What follows belongs to an exercise in optimizing a design on an open flow for small area, a short achievable clock period and few clock cycles; a production flow would make more cautious choices. Only simulation tests tie the RTL to the original design; equivalence was not proved. Power figures rest on the tool's default switching activity, not on a simulated workload.

// booth_mul
module booth_mul (
    input             CLK ,
    input             RSTn ,
    input      [23:0] m1 ,
    input      [23:0] m2 ,
    input             BREQ ,
    output     [47:0] res ,
    output            BACK
);
export LEC_CHECK = 0
export ABC_AREA = 1
export CAP_MARGIN = 20
export CORE_MARGIN = 2
export CORE_UTILIZATION = 70
export SETUP_SLACK_MARGIN = 1.75
export SLEW_MARGIN = 20
create_clock -name core_clock -period 6.0 [get_ports {CLK}]
standard.sh (not shown) runs the stock make flow with config.mk's settings and CLKGATE_MAP_FILE= SYNTH_SCRIPT=/design/flow/synth_recipe.tcl, a recipe that flattens the netlist after the stock synthesis.
==> flow/flow/run.sh <==
#!/bin/bash
# The standard layout (standard.sh, which runs ORFS with the standard flow's settings), with one
# change: the ports get plain buffers (buf_2, which the resizer may size up) instead
# of the delay cells buffer_ports picks on its own.
set -euo pipefail
bash standard.sh 'BUFFER_PORTS_ARGS=-buffer_cell sky130_fd_sc_hd__buf_2' finish > standard_make.log 2>&1
Testbench counts at the start, summed over its fixed seeds: cycles 32,000.
Rerun with:
- CORE_UTILIZATION: 70 -> 55
- SETUP_SLACK_MARGIN: 1.75 -> 2.0
Result:
- clock-buffer cell count does not change
- final cell count came out higher by 8.6%
- worst setup slack gets better by 0.066 ns
- cell area came out higher by 12%
Rerun with:
- SETUP_SLACK_MARGIN: 2.0 -> 1.75
The new run ran to the end with no violations.
Worst hold slack stays flat.
Die area stays the same.
Via count went down by 5.6%.
Utilization went down by 6.1 points.
Cell count went down by 2.8%.

========
booth_mul again, from the RTL that the note above started with.
export LEC_CHECK = 0
export ABC_AREA = 1
export CAP_MARGIN = 20
export CORE_MARGIN = 2
export CORE_UTILIZATION = 55
export SETUP_SLACK_MARGIN = 1.5
export SLEW_MARGIN = 20
create_clock -name core_clock -period 6.0 [get_ports {CLK}]
run.sh (not shown) runs the stock make flow with config.mk's settings and CLKGATE_MAP_FILE= SYNTH_SCRIPT=/design/flow/synth_recipe.tcl, a recipe that flattens the netlist after the stock synthesis.
Stock flow here: none of the scripts above is used.
The baseline completed without violations.
Testbench counts at the start, summed over its fixed seeds: cycles 32,000.
Then changed:
==> flow/flow/run.sh (new file) <==
#!/bin/bash
# The standard layout (standard.sh, which runs ORFS with the standard flow's settings), with one
# change: the ports get plain buffers (buf_2, which the resizer may size up) instead
# of the delay cells buffer_ports picks on its own.
set -euo pipefail
bash standard.sh 'BUFFER_PORTS_ARGS=-buffer_cell sky130_fd_sc_hd__buf_2' finish > standard_make.log 2>&1
==> flow/standard.sh (new file) <==
#!/bin/bash
# synth_recipe.tcl (not shown) runs the flow's synth.tcl, then flattens the netlist and writes it again
# the make line also repeats each setting of config.mk as NAME=value (left out here)
make -C /OpenROAD-flow-scripts/flow DESIGN_CONFIG=/design/flow/config.mk WORK_HOME=/design/flow/orfs CLKGATE_MAP_FILE= SYNTH_SCRIPT=/design/flow/synth_recipe.tcl "${@:-finish}"
- SETUP_SLACK_MARGIN: 1.5 -> 1.9
removed: flow/run.sh
Result: The changed run produced a clean layout; wire length goes up by 5.6%; cell area came out higher by about 1%; hold slack degrades by 0.34 ns; die area stays the same; sequential power is about the same; final cell count goes up by 0.74%; total power shrinks by about 4.6%.
Then changed:
==> flow/flow/run.sh (replaced) <==
#!/bin/bash
# The standard layout (standard.sh, which runs ORFS with the standard flow's settings), with two
# changes: the ports get plain buffers (buf_2, which the resizer may size up) instead
# of the delay cells buffer_ports picks on its own, and after the timing repair at
# global route the resizer downsizes gates on paths that are not critical.
set -euo pipefail
bash standard.sh 'BUFFER_PORTS_ARGS=-buffer_cell sky130_fd_sc_hd__buf_2' 'RECOVER_POWER=100' finish > standard_make.log 2>&1
- SETUP_SLACK_MARGIN: 1.9 -> 2.0
The new run reached the layout checks and failed them: max-capacitance violations, max-slew violations.
Combinational power hardly moves.
Core utilization rose by 2.5 points.
Total power hardly moves.
Routed wire length went up by 7.7%.
Cell count increases by about 1%.
Hold slack gets worse by 0.0076 ns.
Setup slack loses 0.91 ns.
Final area climbs by 4.0%.
Sequential cell count stays the same.

[what the ideal ports hide]
In the flow no input, the clock included, has a driving cell. The finished layouts below were timed again as built, in two steps.
Step 1 sets driving cells, clkbuf_16 on the clock port and buf_2 on the other inputs (assumed; they add their load-dependent delay and slew).
Step 2 times the ports against the registers' clock, not the clock port: input delays grow and output delays shrink by t, the midpoint of the rising clock arrivals with the driver on.
Three values: no drivers, after step 1, after step 2; two values: the first two.
| run | t, ns | setup slack, ns | latest minus earliest clock arrival (ns) | slew at the worst register clock pin (ns) | worst slew at a driven data input, ns |
|---|---|---|---|---|---|
| the first run of note 1 | 0.422 | 1.805 / 1.753 / 1.424 | 0.013 / 0.014 | 0.08 / 0.08 | 0.04 |
| the second run of note 1 | 0.424 | 1.872 / 1.817 / 1.526 | 0.013 / 0.013 | 0.08 / 0.08 | 0.07 |
| the third run of note 1 | 0.421 | 1.807 / 1.805 / 1.417 | 0.007 / 0.007 | 0.08 / 0.08 | 0.05 |
| the first run of note 2 | 0.419 | 1.524 / 1.558 / 1.138 | 0.022 / 0.021 | 0.09 / 0.09 | 0.07 |
| the second run of note 2 | 0.421 | 1.885 / 1.833 / 1.502 | 0.009 / 0.009 | 0.08 / 0.08 | 0.06 |
| the third run of note 2 | 0.425 | 0.973 / 1.003 / 0.578 | 0.013 / 0.014 | 0.08 / 0.08 | 0.07 |
For the third run of note 2, which loses most, drivers alone change the setup slack by +0.030 ns; drivers and shift together by -0.395 ns.
